From an optimization exercise on the open Yosys and OpenROAD flow, aimed at small area; shortcuts taken in it are not production practice. The RTL was checked by simulation tests, not by an equivalence proof against the original design.

**flow/config.mk**
```make
export PLATFORM = sky130hd
export DESIGN_NAME = ALU
export DESIGN_NICKNAME = ALU
export VERILOG_FILES = /design/flow/design.v
export SDC_FILE = /design/flow/constraint.sdc
export NUM_CORES = 4
export LEC_CHECK = 0
export CAP_MARGIN = 20
export CORE_MARGIN = 2
export CORE_UTILIZATION = 65
export CTS_BUF_LIST = sky130_fd_sc_hd__clkbuf_8
export SLEW_MARGIN = 20
export SYNTH_HIERARCHICAL = 1
export SYNTH_MINIMUM_KEEP_SIZE = 0
```
**flow/constraint.sdc**
```tcl
create_clock -name core_clock -period 20.0 [get_ports {CLK}]
set_input_delay 4.0000 -clock core_clock [delete_from_list [all_inputs] [get_ports {CLK}]]
set_output_delay 4.0000 -clock core_clock [all_outputs]
set_load 0.01 [all_outputs]
```
**flow/design.v**
```verilog
`timescale 1ns / 1ps
module ALU1module(ra,rb,op,cf,af,RA,CFA,AFA,OFA,CFC,AFC);
	input [15:0] ra,rb;
	input [4:0] op;
	input cf,af;
	output reg [15:0] RA;
	output wire CFA,AFA,OFA,CFC,AFC;
	wire MA = af | (ra[3] & (ra[2] | ra[1]));
	wire MDj = cf | (ra[7] & (ra[6] | ra[5]));
	wire [15:0] Sal = op[3] ? {9'b0, MDj, MDj, 2'b0, MA, MA, 1'b0} : {7'b0, MA, 5'b0, MA, MA, 1'b0};
	wire [15:0] BA = op[4] ? Sal : rb;
	assign AFC = op[4] & MA;
	assign CFC = op[4] & (op[3] ? MDj : MA);
	wire sub = op[0];
	wire ci = (cf & op[1] & ~op[2]) ^ sub;
	wire [15:0] Bx = BA ^ {16{sub}};
	wire [16:0] ac;
	wire [15:0] RSUM;
	assign ac[0] = ci;
	genvar gi;
	generate for (gi = 0; gi < 16; gi = gi + 1) begin: gad
		FullAdder fa(ra[gi], Bx[gi], ac[gi], RSUM[gi], ac[gi+1]);
	end endgenerate
	wire [3:0] tt = {~op[1], op[0] | op[1], op[0] | op[1], 1'b0};
	wire arith = ~((op[2:0] == 3'b001) | (op[2:0] == 3'b100) | (op[2:0] == 3'b110));
	integer j;
	always @(*)
		for (j = 0; j < 16; j = j + 1)
			RA[j] = arith ? RSUM[j] : tt[{ra[j], BA[j]}];
	assign CFA = arith & (ac[16] ^ sub);
	assign AFA = arith & (ac[4] ^ sub);
	assign OFA = arith & (ac[15] ^ ac[16]);
endmodule
`timescale 1ns / 1ps
module ALU2module(ra,rb,V,cf,op,RB,CFB,OFB);
	input [15:0] ra;
	input [3:0] rb;
	input V,cf;
	input [2:0] op;
	output wire [15:0] RB;
	output wire CFB,OFB;
	wire [3:0] k = V ? 4'd1 : rb;
	wire k0 = ~|k;
	wire left = ~op[0];
	wire [3:0] s = (k ^ {4{left}}) + {3'b0, left};
	wire useRa = ~left | ~op[1] & ~op[2] | k0;
	wire useRa1 = left & op[1] & ~op[2] & ~k0;
	wire [15:0] ra1 = {cf, ra[15:1]};
	wire [15:0] Wl = ({16{useRa}} & ra) | ({16{useRa1}} & ra1);
	wire selA = left | ~op[1] & ~op[2];
	wire selS = ~left & op[1] & op[2];
	wire selC = ~left & op[1] & ~op[2];
	wire [14:0] rc = {ra[13:0], cf};
	wire [14:0] Wh = ({15{selA}} & ra[14:0]) | ({15{selS}} & {15{ra[15]}}) | ({15{selC}} & rc);
	wire [30:0] W = {Wh, Wl};
	wire [22:0] T1 = s[3] ? W[30:8] : W[22:0];
	wire [18:0] T2 = s[2] ? T1[22:4] : T1[18:0];
	wire [16:0] T3 = s[1] ? T2[18:2] : T2[16:0];
	assign RB = s[0] ? T3[16:1] : T3[15:0];
	wire nm = (op == 3'b010) | (op[2] & op[0]);
	wire plus = (op == 3'b010) | (op[2] & ~op[0]);
	wire [3:0] idx = (k ^ {4{nm}}) + (plus ? 4'd1 : 4'd15);
	wire cfm = ra[idx];
	reg c;
	always @(*)
		casez (op)
			3'b000: c = RB[15];
			3'b001: c = RB[0];
			3'b01?: c = k0 ? cf : cfm;
			default: c = (k == 4'd15) ? 1'b0 : cfm;
		endcase
	assign CFB = c;
	assign OFB = ra[15] ^ RB[15];
endmodule
`timescale 1ns / 1ps
module DetectorParidad(A,P);
	input [15:0] A;
	output wire P;
	assign P=~(^A[15:0]);
endmodule
`timescale 1ns / 1ps
module DetectorZero(A,Z);
	input [15:0] A;
	output wire Z;
	assign Z=~|A;
endmodule
`timescale 1ns / 1ps
module Divi16bits(D,A0,B,Comp,R,Cout);
	input [15:0] D,B;
	input A0,Comp;
	output wire [15:0] R;
	output wire Cout;
	wire [16:0] c;
	wire [16:0] X = {D, A0};
	assign c[0] = Comp;
	genvar gi;
	generate for (gi = 0; gi < 16; gi = gi + 1) begin: gdv
		FullAdder fa(X[gi], B[gi] ^ Comp, c[gi], R[gi], c[gi+1]);
	end endgenerate
	assign Cout = Comp ? (X[16] | c[16]) : (X[16] & c[16]);
endmodule
`timescale 1ns / 1ps
module FullAdder(A,B,Cin,R,Cout);
	input A,B,Cin;
	output wire R,Cout;
	wire R1,O1,O2;
	assign R1=A^B;
	assign O1=A&B;
	assign R=R1^Cin;
	assign O2=R1&Cin;
	assign Cout=O1|O2;
endmodule 
module Multi(A,B,RN);
	input [15:0] A,B;
	output [31:0] RN;
	wire [255:0] pp;
	genvar i,j;
	generate for (i=0;i<16;i=i+1) begin: g
		for (j=0;j<16;j=j+1) begin: h
			assign pp[i*16+j] = ~(A[j] & B[i]);
		end
	end endgenerate
	wire t1;
	wire t2;
	wire t3;
	wire t4;
	wire t5;
	wire t6;
	wire t7;
	wire t8;
	wire t9;
	wire t10;
	wire t11;
	wire t12;
	wire t13;
	wire t14;
	wire t15;
	wire t16;
	wire t17;
	wire t18;
	wire t19;
	wire t20;
	wire t21;
	wire t22;
	wire t23;
	wire t24;
	wire t25;
	wire t26;
	wire t27;
	wire t28;
	wire t29;
	wire t30;
	wire t31;
	wire t32;
	wire t33;
	wire t34;
	wire t35;
	wire t36;
	wire t37;
	wire t38;
	wire t39;
	wire t40;
	wire t41;
	wire t42;
	wire t43;
	wire t44;
	wire t45;
	wire t46;
	wire t47;
	wire t48;
	wire t49;
	wire t50;
	wire t51;
	wire t52;
	wire t53;
	wire t54;
	wire t55;
	wire t56;
	wire t57;
	wire t58;
	wire t59;
	wire t60;
	wire t61;
	wire t62;
	wire t63;
	wire t64;
	wire t65;
	wire t66;
	wire t67;
	wire t68;
	wire t69;
	wire t70;
	wire t71;
	wire t72;
	wire t73;
	wire t74;
	wire t75;
	wire t76;
	wire t77;
	wire t78;
	wire t79;
	wire t80;
	wire t81;
	wire t82;
	wire t83;
	wire t84;
	wire t85;
	wire t86;
	wire t87;
	wire t88;
	wire t89;
	wire t90;
	wire t91;
	wire t92;
	wire t93;
	wire t94;
	wire t95;
	wire t96;
	wire t97;
	wire t98;
	wire t99;
	wire t100;
	wire t101;
	wire t102;
	wire t103;
	wire t104;
	wire t105;
	wire t106;
	wire t107;
	wire t108;
	wire t109;
	wire t110;
	wire t111;
	wire t112;
	wire t113;
	wire t114;
	wire t115;
	wire t116;
	wire t117;
	wire t118;
	wire t119;
	wire t120;
	wire t121;
	wire t122;
	wire t123;
	wire t124;
	wire t125;
	wire t126;
	wire t127;
	wire t128;
	wire t129;
	wire t130;
	wire t131;
	wire t132;
	wire t133;
	wire t134;
	wire t135;
	wire t136;
	wire t137;
	wire t138;
	wire t139;
	wire t140;
	wire t141;
	wire t142;
	wire t143;
	wire t144;
	wire t145;
	wire t146;
	wire t147;
	wire t148;
	wire t149;
	wire t150;
	wire t151;
	wire t152;
	wire t153;
	wire t154;
	wire t155;
	wire t156;
	wire t157;
	wire t158;
	wire t159;
	wire t160;
	wire t161;
	wire t162;
	wire t163;
	wire t164;
	wire t165;
	wire t166;
	wire t167;
	wire t168;
	wire t169;
	wire t170;
	wire t171;
	wire t172;
	wire t173;
	wire t174;
	wire t175;
	wire t176;
	wire t177;
	wire t178;
	wire t179;
	wire t180;
	wire t181;
	wire t182;
	wire t183;
	wire t184;
	wire t185;
	wire t186;
	wire t187;
	wire t188;
	wire t189;
	wire t190;
	wire t191;
	wire t192;
	wire t193;
	wire t194;
	wire t195;
	wire t196;
	wire t197;
	wire t198;
	wire t199;
	wire t200;
	wire t201;
	wire t202;
	wire t203;
	wire t204;
	wire t205;
	wire t206;
	wire t207;
	wire t208;
	wire t209;
	wire t210;
	wire t211;
	wire t212;
	wire t213;
	wire t214;
	wire t215;
	wire t216;
	wire t217;
	wire t218;
	wire t219;
	wire t220;
	wire t221;
	wire t222;
	wire t223;
	wire t224;
	wire t225;
	wire t226;
	wire t227;
	wire t228;
	wire t229;
	wire t230;
	wire t231;
	wire t232;
	wire t233;
	wire t234;
	wire t235;
	wire t236;
	wire t237;
	wire t238;
	wire t239;
	wire t240;
	wire t241;
	wire t242;
	wire t243;
	wire t244;
	wire t245;
	wire t246;
	wire t247;
	wire t248;
	wire t249;
	wire t250;
	wire t251;
	wire t252;
	wire t253;
	wire t254;
	wire t255;
	wire t256;
	wire t257;
	wire t258;
	wire t259;
	wire t260;
	wire t261;
	wire t262;
	wire t263;
	wire t264;
	wire t265;
	wire t266;
	wire t267;
	wire t268;
	wire t269;
	wire t270;
	wire t271;
	wire t272;
	wire t273;
	wire t274;
	wire t275;
	wire t276;
	wire t277;
	wire t278;
	wire t279;
	wire t280;
	wire t281;
	wire t282;
	wire t283;
	wire t284;
	wire t285;
	wire t286;
	wire t287;
	wire t288;
	wire t289;
	wire t290;
	wire t291;
	wire t292;
	wire t293;
	wire t294;
	wire t295;
	wire t296;
	wire t297;
	wire t298;
	wire t299;
	wire t300;
	wire t301;
	wire t302;
	wire t303;
	wire t304;
	wire t305;
	wire t306;
	wire t307;
	wire t308;
	wire t309;
	wire t310;
	wire t311;
	wire t312;
	wire t313;
	wire t314;
	wire t315;
	wire t316;
	wire t317;
	wire t318;
	wire t319;
	wire t320;
	wire t321;
	wire t322;
	wire t323;
	wire t324;
	wire t325;
	wire t326;
	wire t327;
	wire t328;
	wire t329;
	wire t330;
	wire t331;
	wire t332;
	wire t333;
	wire t334;
	wire t335;
	wire t336;
	wire t337;
	wire t338;
	wire t339;
	wire t340;
	wire t341;
	wire t342;
	wire t343;
	wire t344;
	wire t345;
	wire t346;
	wire t347;
	wire t348;
	wire t349;
	wire t350;
	wire t351;
	wire t352;
	wire t353;
	wire t354;
	wire t355;
	wire t356;
	wire t357;
	wire t358;
	wire t359;
	wire t360;
	wire t361;
	wire t362;
	wire t363;
	wire t364;
	wire t365;
	wire t366;
	wire t367;
	wire t368;
	wire t369;
	wire t370;
	wire t371;
	wire t372;
	wire t373;
	wire t374;
	wire t375;
	wire t376;
	wire t377;
	wire t378;
	wire t379;
	wire t380;
	wire t381;
	wire t382;
	wire t383;
	wire t384;
	wire t385;
	wire t386;
	wire t387;
	wire t388;
	wire t389;
	wire t390;
	wire t391;
	wire t392;
	wire t393;
	wire t394;
	wire t395;
	wire t396;
	wire t397;
	wire t398;
	wire t399;
	wire t400;
	wire t401;
	wire t402;
	wire t403;
	wire t404;
	wire t405;
	wire t406;
	wire t407;
	wire t408;
	wire t409;
	wire t410;
	wire t411;
	wire t412;
	wire t413;
	wire t414;
	wire t415;
	wire t416;
	wire t417;
	wire t418;
	wire t419;
	wire t420;
	wire t421;
	wire t422;
	wire t423;
	wire t424;
	wire t425;
	wire t426;
	wire t427;
	wire t428;
	wire t429;
	wire t430;
	wire t431;
	wire t432;
	wire t433;
	wire t434;
	wire t435;
	wire t436;
	wire t437;
	wire t438;
	wire t439;
	wire t440;
	wire t441;
	wire t442;
	wire t443;
	wire t444;
	wire t445;
	wire t446;
	wire t447;
	wire t448;
	wire t449;
	wire t450;
	wire t451;
	wire t452;
	wire t453;
	wire t454;
	wire t455;
	wire t456;
	wire t457;
	wire t458;
	wire t459;
	wire t460;
	wire t461;
	wire t462;
	wire t463;
	wire t464;
	wire t465;
	wire t466;
	wire t467;
	wire t468;
	wire t469;
	wire t470;
	wire t471;
	wire t472;
	wire t473;
	wire t474;
	wire t475;
	wire t476;
	wire t477;
	wire t478;
	wire t479;
	wire t480;
	wire t481;
	wire t482;
	wire t483;
	wire t484;
	wire t485;
	wire t486;
	wire t487;
	wire t488;
	wire t489;
	wire t490;
	wire t491;
	wire t492;
	wire t493;
	wire t494;
	wire t495;
	wire t496;
	wire t497;
	wire t498;
	wire t499;
	wire t500;
	wire t501;
	wire t502;
	wire t503;
	wire t504;
	wire t505;
	wire t506;
	wire t507;
	wire t508;
	wire t509;
	wire t510;
	wire t511;
	wire t512;
	wire t513;
	wire t514;
	wire t515;
	wire t516;
	wire t517;
	wire t518;
	HalfAdderN ht1(pp[13],pp[28],t1,t2);
	FullAdder ft3(pp[14],pp[29],pp[44],t3,t4);
	HalfAdderN ht5(pp[59],pp[74],t5,t6);
	FullAdder ft7(pp[15],pp[30],pp[45],t7,t8);
	FullAdder ft9(pp[60],pp[75],pp[90],t9,t10);
	HalfAdderN ht11(pp[105],pp[120],t11,t12);
	FullAdder ft13(pp[31],pp[46],pp[61],t13,t14);
	FullAdder ft15(pp[76],pp[91],pp[106],t15,t16);
	HalfAdderN ht17(pp[121],pp[136],t17,t18);
	FullAdder ft19(pp[47],pp[62],pp[77],t19,t20);
	FullAdder ft21(pp[92],pp[107],pp[122],t21,t22);
	FullAdder ft23(pp[63],pp[78],pp[93],t23,t24);
	HalfAdderN ht25(pp[9],pp[24],t25,t26);
	FullAdder ft27(pp[10],pp[25],pp[40],t27,t28);
	HalfAdderN ht29(pp[55],pp[70],t29,t30);
	FullAdder ft31(pp[11],pp[26],pp[41],t31,t32);
	FullAdder ft33(pp[56],pp[71],pp[86],t33,t34);
	HalfAdderN ht35(pp[101],pp[116],t35,t36);
	FullAdder ft37(pp[12],pp[27],pp[42],t37,t38);
	FullAdder ft39(pp[57],pp[72],pp[87],t39,t40);
	FullAdder ft41(pp[102],pp[117],pp[132],t41,t42);
	HalfAdderN ht43(pp[147],pp[162],t43,t44);
	FullAdder ft45(t1,pp[43],pp[58],t45,t46);
	FullAdder ft47(pp[73],pp[88],pp[103],t47,t48);
	FullAdder ft49(pp[118],pp[133],pp[148],t49,t50);
	FullAdder ft51(pp[163],pp[178],pp[193],t51,t52);
	FullAdder ft53(t2,t3,t5,t53,t54);
	FullAdder ft55(pp[89],pp[104],pp[119],t55,t56);
	FullAdder ft57(pp[134],pp[149],pp[164],t57,t58);
	FullAdder ft59(pp[179],pp[194],pp[209],t59,t60);
	FullAdder ft61(t4,t6,t7,t61,t62);
	FullAdder ft63(t9,t11,pp[135],t63,t64);
	FullAdder ft65(pp[150],pp[165],pp[180],t65,t66);
	FullAdder ft67(pp[195],pp[210],pp[225],t67,t68);
	FullAdder ft69(t8,t10,t12,t69,t70);
	FullAdder ft71(t13,t15,t17,t71,t72);
	FullAdder ft73(pp[151],pp[166],pp[181],t73,t74);
	FullAdder ft75(pp[196],pp[211],pp[226],t75,t76);
	FullAdder ft77(t14,t16,t18,t77,t78);
	FullAdder ft79(t19,t21,pp[137],t79,t80);
	FullAdder ft81(pp[152],pp[167],pp[182],t81,t82);
	FullAdder ft83(pp[197],pp[212],pp[227],t83,t84);
	FullAdder ft85(t20,t22,t23,t85,t86);
	FullAdder ft87(pp[108],pp[123],pp[138],t87,t88);
	FullAdder ft89(pp[153],pp[168],pp[183],t89,t90);
	FullAdder ft91(pp[198],pp[213],pp[228],t91,t92);
	FullAdder ft93(t24,pp[79],pp[94],t93,t94);
	FullAdder ft95(pp[109],pp[124],pp[139],t95,t96);
	FullAdder ft97(pp[154],pp[169],pp[184],t97,t98);
	FullAdder ft99(pp[199],pp[214],pp[229],t99,t100);
	FullAdder ft101(pp[95],pp[110],pp[125],t101,t102);
	FullAdder ft103(pp[140],pp[155],pp[170],t103,t104);
	FullAdder ft105(pp[185],pp[200],pp[215],t105,t106);
	FullAdder ft107(pp[111],pp[126],pp[141],t107,t108);
	FullAdder ft109(pp[156],pp[171],pp[186],t109,t110);
	FullAdder ft111(pp[127],pp[142],pp[157],t111,t112);
	HalfAdderN ht113(pp[6],pp[21],t113,t114);
	FullAdder ft115(pp[7],pp[22],pp[37],t115,t116);
	HalfAdderN ht117(pp[52],pp[67],t117,t118);
	FullAdder ft119(pp[8],pp[23],pp[38],t119,t120);
	FullAdder ft121(pp[53],pp[68],pp[83],t121,t122);
	HalfAdderN ht123(pp[98],pp[113],t123,t124);
	FullAdder ft125(t25,pp[39],pp[54],t125,t126);
	FullAdder ft127(pp[69],pp[84],pp[99],t127,t128);
	FullAdder ft129(pp[114],pp[129],pp[144],t129,t130);
	FullAdder ft131(t26,t27,t29,t131,t132);
	FullAdder ft133(pp[85],pp[100],pp[115],t133,t134);
	FullAdder ft135(pp[130],pp[145],pp[160],t135,t136);
	FullAdder ft137(t28,t30,t31,t137,t138);
	FullAdder ft139(t33,t35,pp[131],t139,t140);
	FullAdder ft141(pp[146],pp[161],pp[176],t141,t142);
	FullAdder ft143(t32,t34,t36,t143,t144);
	FullAdder ft145(t37,t39,t41,t145,t146);
	FullAdder ft147(t43,pp[177],pp[192],t147,t148);
	FullAdder ft149(t38,t40,t42,t149,t150);
	FullAdder ft151(t44,t45,t47,t151,t152);
	FullAdder ft153(t49,t51,pp[208],t153,t154);
	FullAdder ft155(t46,t48,t50,t155,t156);
	FullAdder ft157(t52,t53,t55,t157,t158);
	FullAdder ft159(t57,t59,pp[224],t159,t160);
	FullAdder ft161(t54,t56,t58,t161,t162);
	FullAdder ft163(t60,t61,t63,t163,t164);
	FullAdder ft165(t65,t67,pp[240],t165,t166);
	FullAdder ft167(t62,t64,t66,t167,t168);
	FullAdder ft169(t68,t69,t71,t169,t170);
	FullAdder ft171(t73,t75,pp[241],t171,t172);
	FullAdder ft173(t70,t72,t74,t173,t174);
	FullAdder ft175(t76,t77,t79,t175,t176);
	FullAdder ft177(t81,t83,pp[242],t177,t178);
	FullAdder ft179(t78,t80,t82,t179,t180);
	FullAdder ft181(t84,t85,t87,t181,t182);
	FullAdder ft183(t89,t91,pp[243],t183,t184);
	FullAdder ft185(t86,t88,t90,t185,t186);
	FullAdder ft187(t92,t93,t95,t187,t188);
	FullAdder ft189(t97,t99,pp[244],t189,t190);
	FullAdder ft191(t94,t96,t98,t191,t192);
	FullAdder ft193(t100,t101,t103,t193,t194);
	FullAdder ft195(t105,pp[230],pp[245],t195,t196);
	FullAdder ft197(t102,t104,t106,t197,t198);
	FullAdder ft199(t107,t109,pp[201],t199,t200);
	FullAdder ft201(pp[216],pp[231],pp[246],t201,t202);
	FullAdder ft203(t108,t110,t111,t203,t204);
	FullAdder ft205(pp[172],pp[187],pp[202],t205,t206);
	FullAdder ft207(pp[217],pp[232],pp[247],t207,t208);
	FullAdder ft209(t112,pp[143],pp[158],t209,t210);
	FullAdder ft211(pp[173],pp[188],pp[203],t211,t212);
	FullAdder ft213(pp[218],pp[233],pp[248],t213,t214);
	FullAdder ft215(pp[159],pp[174],pp[189],t215,t216);
	FullAdder ft217(pp[204],pp[219],pp[234],t217,t218);
	FullAdder ft219(pp[175],pp[190],pp[205],t219,t220);
	HalfAdderN ht221(pp[4],pp[19],t221,t222);
	FullAdder ft223(pp[5],pp[20],pp[35],t223,t224);
	HalfAdderN ht225(pp[50],pp[65],t225,t226);
	FullAdder ft227(t113,pp[36],pp[51],t227,t228);
	FullAdder ft229(pp[66],pp[81],pp[96],t229,t230);
	FullAdder ft231(t114,t115,t117,t231,t232);
	FullAdder ft233(pp[82],pp[97],pp[112],t233,t234);
	FullAdder ft235(t116,t118,t119,t235,t236);
	FullAdder ft237(t121,t123,pp[128],t237,t238);
	FullAdder ft239(t120,t122,t124,t239,t240);
	FullAdder ft241(t125,t127,t129,t241,t242);
	FullAdder ft243(t126,t128,t130,t243,t244);
	FullAdder ft245(t131,t133,t135,t245,t246);
	FullAdder ft247(t132,t134,t136,t247,t248);
	FullAdder ft249(t137,t139,t141,t249,t250);
	FullAdder ft251(t138,t140,t142,t251,t252);
	FullAdder ft253(t143,t145,t147,t253,t254);
	FullAdder ft255(t144,t146,t148,t255,t256);
	FullAdder ft257(t149,t151,t153,t257,t258);
	FullAdder ft259(t150,t152,t154,t259,t260);
	FullAdder ft261(t155,t157,t159,t261,t262);
	FullAdder ft263(t156,t158,t160,t263,t264);
	FullAdder ft265(t161,t163,t165,t265,t266);
	FullAdder ft267(t162,t164,t166,t267,t268);
	FullAdder ft269(t167,t169,t171,t269,t270);
	FullAdder ft271(t168,t170,t172,t271,t272);
	FullAdder ft273(t173,t175,t177,t273,t274);
	FullAdder ft275(t174,t176,t178,t275,t276);
	FullAdder ft277(t179,t181,t183,t277,t278);
	FullAdder ft279(t180,t182,t184,t279,t280);
	FullAdder ft281(t185,t187,t189,t281,t282);
	FullAdder ft283(t186,t188,t190,t283,t284);
	FullAdder ft285(t191,t193,t195,t285,t286);
	FullAdder ft287(t192,t194,t196,t287,t288);
	FullAdder ft289(t197,t199,t201,t289,t290);
	FullAdder ft291(t198,t200,t202,t291,t292);
	FullAdder ft293(t203,t205,t207,t293,t294);
	FullAdder ft295(t204,t206,t208,t295,t296);
	FullAdder ft297(t209,t211,t213,t297,t298);
	FullAdder ft299(t210,t212,t214,t299,t300);
	FullAdder ft301(t215,t217,pp[249],t301,t302);
	FullAdder ft303(t216,t218,t219,t303,t304);
	FullAdder ft305(pp[220],pp[235],pp[250],t305,t306);
	FullAdder ft307(t220,pp[191],pp[206],t307,t308);
	FullAdder ft309(pp[221],pp[236],pp[251],t309,t310);
	FullAdder ft311(pp[207],pp[222],pp[237],t311,t312);
	HalfAdderN ht313(pp[3],pp[18],t313,t314);
	FullAdder ft315(t221,pp[34],pp[49],t315,t316);
	FullAdder ft317(t222,t223,t225,t317,t318);
	FullAdder ft319(t224,t226,t227,t319,t320);
	FullAdder ft321(t228,t230,t231,t321,t322);
	FullAdder ft323(t232,t234,t235,t323,t324);
	FullAdder ft325(t236,t238,t239,t325,t326);
	FullAdder ft327(t240,t242,t243,t327,t328);
	FullAdder ft329(t244,t246,t247,t329,t330);
	FullAdder ft331(t248,t250,t251,t331,t332);
	FullAdder ft333(t252,t254,t255,t333,t334);
	FullAdder ft335(t256,t258,t259,t335,t336);
	FullAdder ft337(t260,t262,t263,t337,t338);
	FullAdder ft339(t264,t266,t267,t339,t340);
	FullAdder ft341(t268,t270,t271,t341,t342);
	FullAdder ft343(t272,t274,t275,t343,t344);
	FullAdder ft345(t276,t278,t279,t345,t346);
	FullAdder ft347(t280,t282,t283,t347,t348);
	FullAdder ft349(t284,t286,t287,t349,t350);
	FullAdder ft351(t288,t290,t291,t351,t352);
	FullAdder ft353(t292,t294,t295,t353,t354);
	FullAdder ft355(t296,t298,t299,t355,t356);
	FullAdder ft357(t300,t302,t303,t357,t358);
	FullAdder ft359(t304,t306,t307,t359,t360);
	FullAdder ft361(t308,t310,t311,t361,t362);
	FullAdder ft363(t312,pp[223],pp[238],t363,t364);
	HalfAdderN ht365(pp[2],pp[17],t365,t366);
	FullAdder ft367(t313,pp[33],pp[48],t367,t368);
	FullAdder ft369(t314,t315,pp[64],t369,t370);
	FullAdder ft371(t316,t317,pp[80],t371,t372);
	FullAdder ft373(t318,t319,t229,t373,t374);
	FullAdder ft375(t320,t321,t233,t375,t376);
	FullAdder ft377(t322,t323,t237,t377,t378);
	FullAdder ft379(t324,t325,t241,t379,t380);
	FullAdder ft381(t326,t327,t245,t381,t382);
	FullAdder ft383(t328,t329,t249,t383,t384);
	FullAdder ft385(t330,t331,t253,t385,t386);
	FullAdder ft387(t332,t333,t257,t387,t388);
	FullAdder ft389(t334,t335,t261,t389,t390);
	FullAdder ft391(t336,t337,t265,t391,t392);
	FullAdder ft393(t338,t339,t269,t393,t394);
	FullAdder ft395(t340,t341,t273,t395,t396);
	FullAdder ft397(t342,t343,t277,t397,t398);
	FullAdder ft399(t344,t345,t281,t399,t400);
	FullAdder ft401(t346,t347,t285,t401,t402);
	FullAdder ft403(t348,t349,t289,t403,t404);
	FullAdder ft405(t350,t351,t293,t405,t406);
	FullAdder ft407(t352,t353,t297,t407,t408);
	FullAdder ft409(t354,t355,t301,t409,t410);
	FullAdder ft411(t356,t357,t305,t411,t412);
	FullAdder ft413(t358,t359,t309,t413,t414);
	FullAdder ft415(t360,t361,pp[252],t415,t416);
	FullAdder ft417(t362,t363,pp[253],t417,t418);
	FullAdder ft419(t364,pp[239],pp[254],t419,t420);
	HalfAdderN ht421(pp[1],pp[16],t421,t422);
	FullAdder ft423(t365,pp[32],t422,t423,t424);
	FullAdder ft425(t366,t367,t424,t425,t426);
	FullAdder ft427(t368,t369,t426,t427,t428);
	FullAdder ft429(t370,t371,t428,t429,t430);
	FullAdder ft431(t372,t373,t430,t431,t432);
	FullAdder ft433(t374,t375,t432,t433,t434);
	FullAdder ft435(t376,t377,t434,t435,t436);
	FullAdder ft437(t378,t379,t436,t437,t438);
	FullAdder ft439(t380,t381,t438,t439,t440);
	FullAdder ft441(t382,t383,t440,t441,t442);
	FullAdder ft443(t384,t385,t442,t443,t444);
	FullAdder ft445(t386,t387,t444,t445,t446);
	FullAdder ft447(t388,t389,t446,t447,t448);
	FullAdder ft449(t390,t391,t448,t449,t450);
	HalfAdderN ht451(t392,t393,t451,t452);
	FullAdder ft453(t394,t395,t452,t453,t454);
	FullAdder ft455(t396,t397,t454,t455,t456);
	FullAdder ft457(t398,t399,t456,t457,t458);
	FullAdder ft459(t400,t401,t458,t459,t460);
	FullAdder ft461(t402,t403,t460,t461,t462);
	FullAdder ft463(t404,t405,t462,t463,t464);
	FullAdder ft465(t406,t407,t464,t465,t466);
	assign t467 = ~t450;
	assign t468 = t451 ^ t467;
	assign t469 = t467 & ~t451;
	assign t470 = t453 ^ t469;
	assign t471 = t469 & ~t453;
	assign t472 = t455 ^ t471;
	assign t473 = t471 & ~t455;
	assign t474 = t457 ^ t473;
	assign t475 = t473 & ~t457;
	assign t476 = t459 ^ t475;
	assign t477 = t475 & ~t459;
	assign t478 = t461 ^ t477;
	assign t479 = t477 & ~t461;
	assign t480 = t463 ^ t479;
	assign t481 = t479 & ~t463;
	assign t482 = t465 ^ t481;
	assign t483 = t481 & ~t465;
	assign t484 = t466 & ~t483;
	HalfAdderN ht485(t408,t409,t485,t486);
	FullAdder ft487(t410,t411,t486,t487,t488);
	FullAdder ft489(t412,t413,t488,t489,t490);
	FullAdder ft491(t414,t415,t490,t491,t492);
	FullAdder ft493(t416,t417,t492,t493,t494);
	FullAdder ft495(t418,t419,t494,t495,t496);
	FullAdder ft497(t420,pp[255],t496,t497,t498);
	FullAdder ft499(1'b1,1'b1,t498,t499,t500);
	assign t501 = ~t484;
	assign t502 = t485 ^ t501;
	assign t503 = t501 & ~t485;
	assign t504 = t487 ^ t503;
	assign t505 = t503 & ~t487;
	assign t506 = t489 ^ t505;
	assign t507 = t505 & ~t489;
	assign t508 = t491 ^ t507;
	assign t509 = t507 & ~t491;
	assign t510 = t493 ^ t509;
	assign t511 = t509 & ~t493;
	assign t512 = t495 ^ t511;
	assign t513 = t511 & ~t495;
	assign t514 = t497 ^ t513;
	assign t515 = t513 & ~t497;
	assign t516 = t499 ^ t515;
	assign t517 = t515 & ~t499;
	assign t518 = t500 & ~t517;
	assign RN = {t516, t514, t512, t510, t508, t506, t504, t502, t482, t480, t478, t476, t474, t472, t470, t468, t449, t447, t445, t443, t441, t439, t437, t435, t433, t431, t429, t427, t425, t423, t421, pp[0]};
endmodule
module HalfAdderN(A,B,R,Cout);
	input A,B;
	output wire R,Cout;
	XnorGate X(A,B,R);
	assign Cout=A|B;
endmodule
module XnorGate(A,B,R);
	input A,B;
	output wire R;
	assign R=~(A^B);
endmodule
`timescale 1ns / 1ps
module SemiAdderIni(A,B,R,Cout);
	input A,B;
	output wire R,Cout;
	assign R=A^B;
	assign Cout=A&B;
endmodule 
`timescale 1ns / 1ps
module UnidadProducto(ra,rb,rd,p,Q,RE,opA,opB,opD,R1,R2,CF);
	input [15:0] ra,rb,rd;
	input [3:0] p;
	input [15:0] Q,RE;
	output wire [15:0] opA,opB,opD;
	output reg [15:0] R1;
	output wire [15:0] R2;
	output wire CF;
	wire [15:0] AA = (p[3] & p[2]) ? {8'b0, p[0] ? ra[15:8] : ra[7:0]} : ra;
	wire sgnA = p[1] & ~p[3] & (p[2] ? (p[0] ? rd[15] : ra[15]) : (p[0] ? ra[15] : ra[7]));
	wire NI = p[3] & ~p[2];
	wire c2inA = sgnA | NI;
	wire CA = sgnA | (NI & p[0]);
	wire c2inB = p[1] & ~p[3] & (p[0] ? rb[15] : rb[7]);
	wire c2out = ~p[3] & (sgnA ^ c2inB);
	wire [16:0] pfA, pfB;
	wire [15:0] pfD;
	assign pfA[0] = 1'b0;
	assign pfB[0] = 1'b0;
	assign pfD[0] = pfA[16];
	genvar gi;
	generate for (gi = 0; gi < 16; gi = gi + 1) begin: gpf
		assign pfA[gi+1] = pfA[gi] | ra[gi];
		assign pfB[gi+1] = pfB[gi] | rb[gi];
		if (gi > 0) begin: gd
			assign pfD[gi] = pfD[gi-1] | rd[gi-1];
		end
	end endgenerate
	assign opA = AA ^ ({16{c2inA}} & ({16{~CA}} | pfA[15:0]));
	wire [15:0] DR = rd ^ ({16{c2inA}} & ({16{~CA}} | pfD));
	assign opB = rb ^ ({16{c2inB}} & pfB[15:0]);
	assign opD = p[0] ? DR : 16'h0000;
	wire [31:0] prodn;
	Multi Mult(opA, opB, prodn);
	wire [31:0] prod = ~prodn;
	wire [15:0] RMUL = prod[15:0];
	wire [15:0] RMUL2 = prod[31:16];
	wire [15:0] Bq = opB & {16{~Q[0]}};
	wire [15:0] rc;
	wire [15:0] REDIV;
	SemiAdderIni rc0(RE[0], Bq[0], REDIV[0], rc[1]);
	generate for (gi = 1; gi < 15; gi = gi + 1) begin: grv
		FullAdder fa(RE[gi], Bq[gi], rc[gi], REDIV[gi], rc[gi+1]);
	end endgenerate
	assign REDIV[15] = RE[15] ^ Bq[15] ^ rc[15];
	wire [15:0] opR1 = p[2] ? Q : RMUL;
	wire [15:0] opR2 = p[2] ? REDIV : RMUL2;
	wire [16:0] po1, po2;
	assign po1[0] = 1'b0;
	assign po2[0] = ~p[2] & po1[16];
	generate for (gi = 0; gi < 16; gi = gi + 1) begin: gng
		assign po1[gi+1] = po1[gi] | opR1[gi];
		assign po2[gi+1] = po2[gi] | opR2[gi];
	end endgenerate
	wire [15:0] C2R1 = opR1 ^ ({16{c2out}} & po1[15:0]);
	wire [15:0] C2R2 = opR2 ^ ({16{c2out}} & po2[15:0]);
	wire [15:0] opR = (p[2] & ~p[0]) ? {C2R2[7:0], C2R1[7:0]} : C2R1;
	wire [7:0] aad = RMUL[7:0] + ra[7:0];
	always @(*)
		casez (p)
			4'b0???: R1 = opR;
			4'b10??: R1 = opA;
			4'b1100: R1 = {{8{ra[7]}}, ra[7:0]};
			4'b1101: R1 = {16{ra[15]}};
			4'b1110: R1 = {Q[7:0], REDIV[7:0]};
			4'b1111: R1 = {8'b0, aad};
		endcase
	assign R2 = C2R2;
	assign CF = |RMUL2;
endmodule
`timescale 1ns / 1ps
module ALU(CLK,RST,A,V,op,WA,WB,WD,WR,ENADi,opFL,R1,R2,FLAGS,FL,FINP,IF);
	input CLK,RST;
	input [15:0] A;
	input V;
	input [5:0] op;
	input WA,WB,WD,ENADi;
	input [1:0] WR;
	input [2:0] opFL;
	output wire [15:0] R1,R2,FLAGS;
	output wire [5:0] FL;
	output wire FINP,IF;
	reg [15:0] ra, rb, rd;
	always @(posedge CLK or posedge RST)
		if (RST) ra <= 16'h0000; else if (WA) ra <= A;
	always @(posedge CLK or posedge RST)
		if (RST) rb <= 16'h0000; else if (WB) rb <= A;
	always @(posedge CLK or posedge RST)
		if (RST) rd <= 16'h0000; else if (WD) rd <= A;
	reg cf, pf, af, zf, sf, fi, df, of;
	wire [15:0] opA, opB, opD, PR1;
	wire CFD;
	reg [15:0] RE, Q;
	UnidadProducto UnidPro(ra, rb, rd, op[3:0], Q, RE, opA, opB, opD, PR1, R2, CFD);
	reg [3:0] PRE;
	wire P0 = |PRE;
	wire A0 = opA[~PRE];
	reg qlast;
	always @(posedge CLK) qlast <= Co;
	wire C = P0 ? qlast : 1'b1;
	wire [15:0] Ro;
	wire Co;
	Divi16bits Step(P0 ? RE : opD, A0, opB, C, Ro, Co);
	wire dena = ENADi | P0;
	always @(posedge CLK or posedge RST)
		if (RST) PRE <= 4'd0;
		else if (dena) PRE <= PRE + 4'd1;
	always @(posedge CLK or posedge RST)
		if (RST) RE <= 16'h0000;
		else if (dena) RE <= Ro;
	integer i;
	always @(posedge CLK or posedge RST)
		if (RST) Q <= 16'h0000;
		else for (i = 0; i < 16; i = i + 1)
			if (dena && (PRE == 15 - i)) Q[i] <= Co;
	assign FINP = ~P0;
	wire [15:0] RA;
	wire CFA, AFA, OFA, CFC, AFC;
	ALU1module ALU1(ra, rb, op[4:0], cf, af, RA, CFA, AFA, OFA, CFC, AFC);
	wire [15:0] RB;
	wire CFB, OFB;
	ALU2module ALU2(ra, rb[3:0], V, cf, op[2:0], RB, CFB, OFB);
	reg [15:0] R;
	always @(*)
		case (op[4:3])
			2'b01: R = RB;
			2'b10: R = {RA[15:8], 4'b0, RA[3:0]};
			default: R = RA;
		endcase
	assign R1 = op[5] ? PR1 : R;
	reg CF, OF;
	always @(*)
		case (op[5:3])
			3'b000: begin CF = CFA; OF = OFA; end
			3'b001: begin CF = CFB; OF = OFB; end
			3'b010, 3'b011: begin CF = CFC; OF = OFA; end
			3'b100, 3'b101: begin CF = CFD; OF = CFD; end
			default: begin CF = 1'b0; OF = 1'b0; end
		endcase
	wire AF = op[4] ? AFC : AFA;
	wire P, Z;
	DetectorParidad Parid(R1, P);
	DetectorZero Zer(R1, Z);
	wire S = R1[15];
	wire we = WR[1] | WR[0];
	wire RSTCF = (opFL == 3'b001);
	wire TOGCF = (opFL == 3'b010);
	wire SETCF = (opFL == 3'b011);
	wire RSTDF = (opFL == 3'b100);
	wire SETDF = (opFL == 3'b101);
	wire RSTIF = (opFL == 3'b110);
	wire SETIF = (opFL == 3'b111);
	wire w10 = WR[1] & ~WR[0];
	always @(posedge CLK or posedge RST)
		if (RST) cf <= 1'b0;
		else if (SETCF) cf <= 1'b1;
		else if (TOGCF) cf <= ~cf;
		else if (we | RSTCF) cf <= (WR[1] ? A[0] : CF) & ~RSTCF;
	always @(posedge CLK or posedge RST)
		if (RST) begin pf <= 1'b0; af <= 1'b0; zf <= 1'b0; sf <= 1'b0; end
		else if (we) begin
			pf <= WR[1] ? A[2] : P;
			af <= WR[1] ? A[4] : AF;
			zf <= WR[1] ? A[6] : Z;
			sf <= WR[1] ? A[7] : S;
		end
	always @(posedge CLK or posedge RST)
		if (RST) fi <= 1'b1;
		else if (RSTIF) fi <= 1'b0;
		else if (SETIF) fi <= 1'b1;
		else if (w10) fi <= A[9];
	always @(posedge CLK or posedge RST)
		if (RST) df <= 1'b0;
		else if (SETDF) df <= 1'b1;
		else if (w10 | RSTDF) df <= A[10] & ~RSTDF;
	always @(posedge CLK or posedge RST)
		if (RST) of <= 1'b0;
		else if (WR[1] ^ WR[0]) of <= WR[1] ? A[11] : OF;
	assign FLAGS = {4'b0, of, df, fi, 1'b0, sf, zf, 1'b0, af, 1'b0, pf, 1'b0, cf};
	assign FL = {df, cf, zf, sf, of, pf};
	assign IF = fi;
endmodule
```
**flow/flow/run.sh**
```bash
#!/bin/bash
# The standard layout, with plain buf_1 cells as the port buffers
set -euo pipefail
export BUFFER_PORTS_ARGS="-buffer_cell sky130_fd_sc_hd__buf_1"
bash standard.sh > standard.log 2>&1
```
**flow/standard.sh**
```bash
#!/bin/bash
# synth_recipe.tcl (not shown) runs the flow's synth.tcl, then flattens the netlist and writes it again
# the make line also repeats each setting of config.mk as NAME=value (left out here)
make -C /OpenROAD-flow-scripts/flow DESIGN_CONFIG=/design/flow/config.mk WORK_HOME=/design/flow/orfs CLKGATE_MAP_FILE= SYNTH_SCRIPT=/design/flow/synth_recipe.tcl "${@:-finish}"
```
==> results of run 1 <==
-- stage by stage --
| step | hold slack, ns | setup WS [ns] | util | instance area, um^2 |
|---|---|---|---|---|
| floorplan | 0.4767 | 1.507 | - | 19950 |
| global route | 0.5527 | 0.2044 | 0.6560 | 19910 |
| global placement | 0.4943 | 0.9578 | 0.6493 | 19710 |
| CTS | 0.5301 | 0.9086 | 0.6560 | 19910 |
| finish | 0.5330 | 0.8343 | 0.6560 | 19910 |
| detailed placement | 0.5023 | 0.9223 | 0.6493 | 19710 |
-- Yosys stat by module (local to each module, per instance), excerpt --
module / cells inside / flops+latches / times used
UnidadProducto: 580 / 0 / 1
ALU1module: 192 / 0 / 1
Divi16bits: 19 / 0 / 1
DetectorParidad: 15 / 0 / 1
DetectorZero: 5 / 0 / 1
SemiAdderIni: 1 / 0 / 1
XnorGate: 1 / 0 / 18
-- final timing paths --
path,start,to,slack (ns),cells past startpoint
worst max-delay path,op[2],R2[15],0.83,43
min in group asynchronous,RST,ra[1],3.56,2
max in group asynchronous,RST,RE[1],15.26,3
worst min register to register,pf,pf,0.53,2
worst min-delay path,pf,pf,0.53,2
worst max register to register,ra[3],cf,7.20,38
-- routing by layer --
metal,share of wire,global-route usage,vias up
met4,0.056,0.1961,0
met1,0.39,0.5209,8220
met2,0.46,0.6407,976
met5,0,0,-
li1,-,-,7184
met3,0.094,0.07040,216
-- cells in the mapped netlist, types with 13 or more instances --
master / number
nand2_1: 408
fa_1: 271
o21ai_0: 107
xnor2_1: 105
nor2_1: 95
dfrtp_1: 91
mux2_2: 91
a21oi_1: 88
xor2_1: 81
buf_6: 73
mux2i_1: 70
inv_1: 60
buf_4: 59
clkbuf_1: 42
ha_1: 37
buf_2: 29
nor2b_1: 29
nand2b_1: 23
nand3_1: 23
a221oi_1: 20
a22oi_1: 20
and2_1: 20
or2_1: 18
mux2_4: 17
nor3_1: 17
a21o_1: 13
nor4_1: 13
o32a_1: 13
-- cell usage in the layout (no fill, tap or decap), drive strengths merged, types with 17 or more instances in the layout --
cell	netlist	final
a21oi	88	88
a221oi	20	20
a22oi	20	20
and2	20	20
buf	169	152
dfrtp	91	91
fa	271	271
ha	37	37
inv	61	63
mux2	109	109
mux2i	71	71
nand2	417	417
nand2b	23	23
nand3	24	24
nor2	96	96
nor2b	40	40
nor3	17	17
o21ai	116	116
or2	23	23
xnor2	106	106
xor2	81	81
-- cells by family (layout without fill, tap and decap cells) --
| logic type | Yosys count | after routing | synth area share |
|---|---|---|---|
| AO/OA/AOI/OAI | 385 | 385 | 0.1278 |
| XOR/XNOR | 187 | 187 | 0.08260 |
| adder cells (fa/ha/maj) | 309 | 309 | 0.2961 |
| buffers and inverters | 275 | 235 | 0.09447 |
| flip-flops | 93 | 93 | 0.1166 |
| multiplexers | 190 | 190 | 0.1124 |
| other | 2 | 10 | 0.0003770 |
| AND/OR/NAND/NOR | 731 | 731 | 0.1696 |
-- worst max-delay path: cells and delay by family --
kind | cells | cell delay, ns
fa+ha+maj | 24 | 7.18
simple gates | 7 | 1.52
buf+inv | 5 | 0.80
compound gates | 3 | 0.70
xor+xnor | 3 | 0.59
mux | 1 | 0.35
-- registers in the layout, indices dropped and copies added, names as in the netlist --
name	cells
qlast	1
rb	16
rd	16
df	1
of	1
sf	1
Q	16
pf	1
zf	1
PRE	4
RE	16
fi	1
cf	1
af	1
ra	16
-- final cells by class --
type,count,share of cell area
Clock inverter,7,0.004022
Multi-Input combinational cell,1812,0.7924
Clock buffer,9,0.006222
Inverter,64,0.01219
Sequential cell,93,0.1167
Tap cell,396,0.02489
Timing Repair Buffer,155,0.04361
==> flow_metrics.tcl, run 1 <==
set metrics [dict create \
    cts_buffers 9 \
    path_max_fanout 17 \
    synth-async-reset-ratio 0.9892 \
    tightest_slew_ns 1.094 \
    crit_path_top_delay_cell "fa_1" \
    ys_ff_latch 93 \
    hold_buffers 0 \
    grtUsageTotal 0.3985 \
    io_pins 90 \
    crit_path_max_incr_delay_ns 0.50 \
    grt_pass1_wl_mm 95.58 \
    crit_path_frequent_cell "fa_1" \
    antenna_cells 0 \
    crit_type "in2out" \
    fp.dieH_um 179.1 \
    grt_max_degree 83 \
    area_delta_synth_final_pct -0.05650 \
    cts-root-buf "clkbuf_8" \
    yosysWarnings 10 \
    hold_path_class "reg2reg" \
    crit_required_ns 16.00 \
    cp.arrival_ns 15.17 \
    syn-cell-area_mm2 0.01992 \
    ctsResizeCount 0 \
    multiInputGateArea_mm2 0.01578 \
    drc 0 \
    clockBufferDepth 2 \
    drv_slew 0 \
    first_global_vias 16370 \
    synth_area_leaders "fa_1, dfrtp_1, nand2_1" \
    port_buffers 81 \
    clock_latency_ns 0.39 \
    clk_pin_slew_ns 0.11 \
    cp-start-kind "primary input" \
    routed_wl_mm 62.67 \
    fin_setup_tns_ns 0 \
    slew_headroom 0.2685 \
    placed_cells 2520 \
    fillers 2547 \
    fmax_mhz 52.18 \
    antenna_found_initial 0 \
    nets 2477 \
    seq_area_mm2 0.002323 \
    synth_top_cell_by_area "fa_1" \
    status "no timing/DRC/antenna violations" \
    finalSetupViolations 0 \
    fp.coreArea_mm2 0.03035 \
    drv_cap 0 \
    initial_core_util 0.6564 \
    rows 64 \
    synth_edf_count 0 \
    cts_num_sinks 93 \
    die_area_mm2 0.03206 \
    num_vias 16600 \
    ys_types 98 \
    antenna_left 0 \
    layout-drive-gt1-share 0.1238 \
    syn_inst 2172 \
    finalClockSkew_ns 0.02249 \
    wl_per_cell_um 24.71 \
    syn_area_per_cell_um2 9.171 \
    cts_max_level 3 \
    finalCritPeriodShare 0.9583 \
    finalCriticalPeriod_ns 19.17 \
    rsz0062_at_grt "false" \
    drt_iter0_drc 1654 \
    cp-end-kind "output port" \
    dp_hpwl_mm 47.97 \
    first_pass_iters 6 \
    die_w_um 179.1 \
    cts_tree "built" \
    final_cells 2536 \
    synth_top_area_frac 0.2723 \
    finalWeightedCongestion 0.9963 \
    finalHoldViolCount 0 \
    synthFlopType "dfrtp_1" \
    gr-total-overflow 0 \
    cts_setup_buffers 0 \
    viasPerCell 6.544 \
    ys_seq_area_frac 0.1166 \
]
==> inputs of run 2 (changes only) <==
--- a/flow/design.v
+++ b/flow/design.v
@@ -54,8 +54,22 @@
 	wire [14:0] Wh = ({15{selA}} & ra[14:0]) | ({15{selS}} & {15{ra[15]}}) | ({15{selC}} & rc);
 	wire [30:0] W = {Wh, Wl};
-	wire [22:0] T1 = s[3] ? W[30:8] : W[22:0];
-	wire [18:0] T2 = s[2] ? T1[22:4] : T1[18:0];
-	wire [16:0] T3 = s[1] ? T2[18:2] : T2[16:0];
-	assign RB = s[0] ? T3[16:1] : T3[15:0];
+	wire [22:0] T1;
+	wire [18:0] T2;
+	wire [16:0] T3;
+	genvar gi;
+	generate
+		for (gi = 0; gi < 23; gi = gi + 1) begin: g1
+			MuxInv2 m(W[gi], W[gi+8], s[3], T1[gi]);
+		end
+		for (gi = 0; gi < 19; gi = gi + 1) begin: g2
+			MuxInv2 m(T1[gi], T1[gi+4], s[2], T2[gi]);
+		end
+		for (gi = 0; gi < 17; gi = gi + 1) begin: g3
+			MuxInv2 m(T2[gi], T2[gi+2], s[1], T3[gi]);
+		end
+		for (gi = 0; gi < 16; gi = gi + 1) begin: g4
+			MuxInv2 m(T3[gi], T3[gi+1], s[0], RB[gi]);
+		end
+	endgenerate
 	wire nm = (op == 3'b010) | (op[2] & op[0]);
 	wire plus = (op == 3'b010) | (op[2] & ~op[0]);
@@ -874,20 +888,20 @@
 	assign t467 = ~t450;
 	assign t468 = t451 ^ t467;
-	assign t469 = t467 & ~t451;
-	assign t470 = t453 ^ t469;
+	assign t469 = ~t451;
+	assign t470 = t453 ^ (t467 & t469);
 	assign t471 = t469 & ~t453;
-	assign t472 = t455 ^ t471;
+	assign t472 = t455 ^ (t467 & t471);
 	assign t473 = t471 & ~t455;
-	assign t474 = t457 ^ t473;
+	assign t474 = t457 ^ (t467 & t473);
 	assign t475 = t473 & ~t457;
-	assign t476 = t459 ^ t475;
+	assign t476 = t459 ^ (t467 & t475);
 	assign t477 = t475 & ~t459;
-	assign t478 = t461 ^ t477;
+	assign t478 = t461 ^ (t467 & t477);
 	assign t479 = t477 & ~t461;
-	assign t480 = t463 ^ t479;
+	assign t480 = t463 ^ (t467 & t479);
 	assign t481 = t479 & ~t463;
-	assign t482 = t465 ^ t481;
+	assign t482 = t465 ^ (t467 & t481);
 	assign t483 = t481 & ~t465;
-	assign t484 = t466 & ~t483;
+	assign t484 = t466 & ~(t467 & t483);
 	HalfAdderN ht485(t408,t409,t485,t486);
 	FullAdder ft487(t410,t411,t486,t487,t488);
@@ -900,22 +914,28 @@
 	assign t501 = ~t484;
 	assign t502 = t485 ^ t501;
-	assign t503 = t501 & ~t485;
-	assign t504 = t487 ^ t503;
+	assign t503 = ~t485;
+	assign t504 = t487 ^ (t501 & t503);
 	assign t505 = t503 & ~t487;
-	assign t506 = t489 ^ t505;
+	assign t506 = t489 ^ (t501 & t505);
 	assign t507 = t505 & ~t489;
-	assign t508 = t491 ^ t507;
+	assign t508 = t491 ^ (t501 & t507);
 	assign t509 = t507 & ~t491;
-	assign t510 = t493 ^ t509;
+	assign t510 = t493 ^ (t501 & t509);
 	assign t511 = t509 & ~t493;
-	assign t512 = t495 ^ t511;
+	assign t512 = t495 ^ (t501 & t511);
 	assign t513 = t511 & ~t495;
-	assign t514 = t497 ^ t513;
+	assign t514 = t497 ^ (t501 & t513);
 	assign t515 = t513 & ~t497;
-	assign t516 = t499 ^ t515;
+	assign t516 = t499 ^ (t501 & t515);
 	assign t517 = t515 & ~t499;
-	assign t518 = t500 & ~t517;
+	assign t518 = t500 & ~(t501 & t517);
 	assign RN = {t516, t514, t512, t510, t508, t506, t504, t502, t482, t480, t478, t476, t474, t472, t470, t468, t449, t447, t445, t443, t441, t439, t437, t435, t433, t431, t429, t427, t425, t423, t421, pp[0]};
 endmodule
+`timescale 1ns / 1ps
+module MuxInv2(A,B,S,R);
+	input A,B,S;
+	output wire R;
+	assign R = ~(S ? B : A);
+endmodule
 module HalfAdderN(A,B,R,Cout);
 	input A,B;
==> flow/flow/run.sh (replaced) <==
#!/bin/bash
# Layout flow: the standard flow with two changes.
#  1. Synthesis is the standard synthesis script, except that each ABC
#     mapping call runs Yosys's default ABC script (with a 20 ns delay target)
#     instead of ORFS's speed script. Everything else, registers included,
#     is the same as in standard.sh synth.
#  2. The port buffers that global placement inserts are buf_1 cells.
set -euo pipefail
here=$(pwd)
export BUFFER_PORTS_ARGS="-buffer_cell sky130_fd_sc_hd__buf_1"
{
  head -n 1 synth_recipe.tcl
  cat flow/abc_default.tcl
  tail -n +2 synth_recipe.tcl
} > my_synth.tcl
sed "s#SYNTH_SCRIPT=[^ ]*#SYNTH_SCRIPT=$here/my_synth.tcl#" standard.sh > my_standard.sh
bash my_standard.sh synth > synth.log 2>&1
bash standard.sh > standard.log 2>&1
==> flow/flow/abc_default.tcl (new file) <==
# Replaces the abc command: drops ORFS's -script and -D arguments, so that ABC
# runs Yosys's default mapping script with a 20 ns delay target.
proc abc {args} {
  set out {}
  set skip 0
  foreach a $args {
    if {$skip} { set skip 0; continue }
    if {$a eq "-script" || $a eq "-D"} { set skip 1; continue }
    lappend out $a
  }
  yosys abc {*}$out -D 20000
}
--- a/flow/config.mk
+++ b/flow/config.mk
@@ -9,5 +9,4 @@
 export CORE_MARGIN = 2
 export CORE_UTILIZATION = 65
-export CTS_BUF_LIST = sky130_fd_sc_hd__clkbuf_8
 export SLEW_MARGIN = 20
 export SYNTH_HIERARCHICAL = 1
==> flow_metrics.tcl, run 2 <==
set metrics [dict create \
    status "no timing/DRC/antenna violations" \
    syn_inst 1893 \
    fmax_mhz 51.94 \
    seq_area_mm2 0.002323 \
    crit_type "in2out" \
    synth_area_leaders "fa_1, dfrtp_1, nand2_1" \
    drv_cap 0 \
    viasPerCell 6.621 \
    final_cells 2252 \
    antenna_cells 0 \
    drc 0 \
    grt_max_degree 83 \
    placed_cells 2236 \
    finalWeightedCongestion 0.9528 \
    syn-cell-area_mm2 0.01747 \
    final_area_mm2 0.01831 \
    fp.coreArea_mm2 0.02665 \
    path_max_fanout 24 \
    yosysMostFrequentCell "nand2_1" \
    nets 2235 \
    wl_per_cell_um 25.25 \
    first_global_vias 15010 \
    cts_max_level 3 \
    gr-total-overflow 0 \
    finalClockSkew_ns 0.02394 \
    ctsResizeCount 0 \
    antenna_left 0 \
    synth_top_cell_by_area "fa_1" \
    clk_pin_slew_ns 0.08 \
    tightest_slew_ns 1.051 \
    drv_slew 0 \
    final_common_cell "nand2_1" \
    cts-root-buf "clkbuf_16" \
    rsz0062_at_grt "false" \
    ys_seq_area_frac 0.1330 \
    dp_hpwl_mm 42.50 \
    die_area_mm2 0.02820 \
    fin_setup_tns_ns 0 \
    hold_path_class "reg2reg" \
    io_pins 90 \
    cts_num_sinks 93 \
    multiInputGateArea_mm2 0.01434 \
    finalCriticalPeriod_ns 19.25 \
    die_w_um 167.9 \
    grt_pass1_wl_mm 87.80 \
    initial_core_util 0.6554 \
    clockBufferDepth 2 \
    crit_required_ns 16.00 \
    finalCritPeriodShare 0.9626 \
    yosysWarnings 10 \
    syn_area_per_cell_um2 9.228 \
    ys_top_cells_by_count "nand2_1, fa_1, mux2_2, o21ai_0, mux2i_1" \
    cp-start-kind "primary input" \
    crit_path_top_delay_cell "or4_1" \
    finalSetupViolations 0 \
    synth-async-reset-ratio 0.9892 \
    clock_latency_ns 0.37 \
    synth_edf_count 0 \
    fp.dieH_um 167.9 \
    routed_wl_mm 56.87 \
    port_buffers 81 \
    placed_area_mm2 0.01800 \
    crit_path_max_incr_delay_ns 0.63 \
    ys_types 68 \
    synthFlopType "dfrtp_1" \
    fillers 2154 \
    cts_buffers 9 \
    first_pass_iters 6 \
    layout-drive-gt1-share 0.1204 \
    synth_top_area_frac 0.3106 \
    cts_tree "built" \
    setup_slack_ns 0.7485 \
    area_delta_synth_final_pct 4.835 \
    rows 60 \
    antenna_found_initial 2 \
    num_vias 14910 \
    grtUsageTotal 0.4120 \
    ys_ff_latch 93 \
    cts_setup_buffers 0 \
    hold_buffers 0 \
    drt_iter0_drc 1494 \
    dp_slack_ns 0.8665 \
    finalHoldViolCount 0 \
    final_cell_mix "nand2_1, fa_1, mux2_2" \
    slew_headroom 0.2943 \
    cp.arrival_ns 15.25 \
    cp-end-kind "output port" \
    crit_path_frequent_cell "fa_1" \
]
-- run 2: cell count changes after synthesis, sizes merged, moves of 11 or more --
cell | before | now
buf | 169 | 61
clkbuf | 42 | 88
nand2 | 417 | 375
mux2i | 71 | 96
inv | 61 | 38
xnor2 | 106 | 89
o21ai | 116 | 100
a221oi | 20 | 5
ha | 37 | 24
nor2 | 96 | 83
o32a | 13 | 0
nand4 | 5 | 17
nand3 | 24 | 13
-- run 2: cell families (layout without fill, tap and decap cells) --
kind of cell | after synthesis | in the layout | share of synthesized area
compound gates | 318 | 318 | 0.1147
xor+xnor | 162 | 162 | 0.08123
fa+ha+maj | 297 | 297 | 0.3289
buf+inv | 188 | 198 | 0.05243
flops | 93 | 93 | 0.1330
mux | 202 | 202 | 0.1279
other cells | 2 | 10 | 0.0004299
simple gates | 631 | 631 | 0.1615
-- run 2: layout make-up --
| type | count | area share |
|---|---|---|
| Clock buffer | 9 | 0.01230 |
| Timing Repair Buffer | 143 | 0.04216 |
| Tap cell | 341 | 0.02330 |
| Sequential cell | 93 | 0.1269 |
| Inverter | 39 | 0.008131 |
| Clock inverter | 7 | 0.004304 |
| Multi-Input combinational cell | 1620 | 0.7829 |
-- run 2: path summary, 6_finish.rpt --
kind	startpoint	end	slack, ns	depth (start not counted)
max	op[3]	R2[15]	0.75	33
min	Q[12]	Q[12]	0.51	1
max reg2reg	ra[1]	pf	6.98	36
min reg2reg	Q[12]	Q[12]	0.51	1
max in group asynchronous	RST	PRE[1]	15.12	3
min in group asynchronous	RST	ra[5]	3.57	2
-- run 2: per-stage QoR --
step	utilization	hold slack (ns)
2_1_floorplan	-	0.4704
3_3_place_gp	0.6750	0.4919
4_1_cts	0.6867	0.5136
3_5_place_dp	0.6753	0.4950
5_1_grt	0.6871	0.5315
6_report	0.6871	0.5123
-- run 2: layer usage --
layer | vias up | GRT usage | share of wire
met5 | - | 0 | 0.00047
met4 | 4 | 0.1399 | 0.036
met3 | 161 | 0.1265 | 0.13
met2 | 924 | 0.6267 | 0.44
met1 | 7455 | 0.5666 | 0.39
li1 | 6367 | - | -
-- run 2: worst max-delay path: cells and delay by family --
family,cells,cell delay [ns]
compound gates,3,0.87
buf+inv,4,0.93
simple gates,8,2.56
mux,1,0.26
xor+xnor,3,0.73
fa+ha+maj,14,5.86
-- run 2: Yosys stat by module (local to each module, per instance), excerpt --
module / area (um^2) / cells inside / times used / flip-flops and latches
ALU: 4616 / 385 / 1 / 93
ALU1module: 860.8 / 143 / 1 / 0
SemiAdderIni: 12.51 / 1 / 1 / 0
XnorGate: 8.758 / 1 / 18 / 0
Divi16bits: 157.7 / 19 / 1 / 0
DetectorParidad: 131.4 / 15 / 1 / 0

[what the ideal ports hide]
In the flow no input, the clock included, has a driving cell. The finished layouts below were timed again as built, in two steps.
Step 1 (the two cells are an assumption about what drives the block):
set clk [get_ports {CLK}]
set_driving_cell -lib_cell sky130_fd_sc_hd__clkbuf_16 $clk
set_driving_cell -lib_cell sky130_fd_sc_hd__buf_2 [delete_from_list [all_inputs] $clk]
Step 2 times the ports against the registers' clock, not the clock port: input delays grow and output delays shrink by t, the midpoint of the rising clock arrivals with the driver on.
Slacks: ideal ports / drivers / drivers and shift; pairs: ideal ports / drivers.
| run | t (ns) | setup WS [ns] | hold WS [ns] | clock arrival spread, ns | worst slew at a driven data input, ns |
|---|---|---|---|---|---|
| run 1 | 0.416 | 0.834 / 0.802 / 0.802 | 0.533 / 0.533 / 0.533 | 0.023 / 0.023 | 0.04 |
| run 2 | 0.410 | 0.749 / 0.725 / 0.725 | 0.512 / 0.512 / 0.512 | 0.025 / 0.025 | 0.06 |
After both steps every run listed still meets setup and hold. For run 1, which loses most, drivers alone change the setup slack by -0.032 ns; drivers and shift together by -0.032 ns.
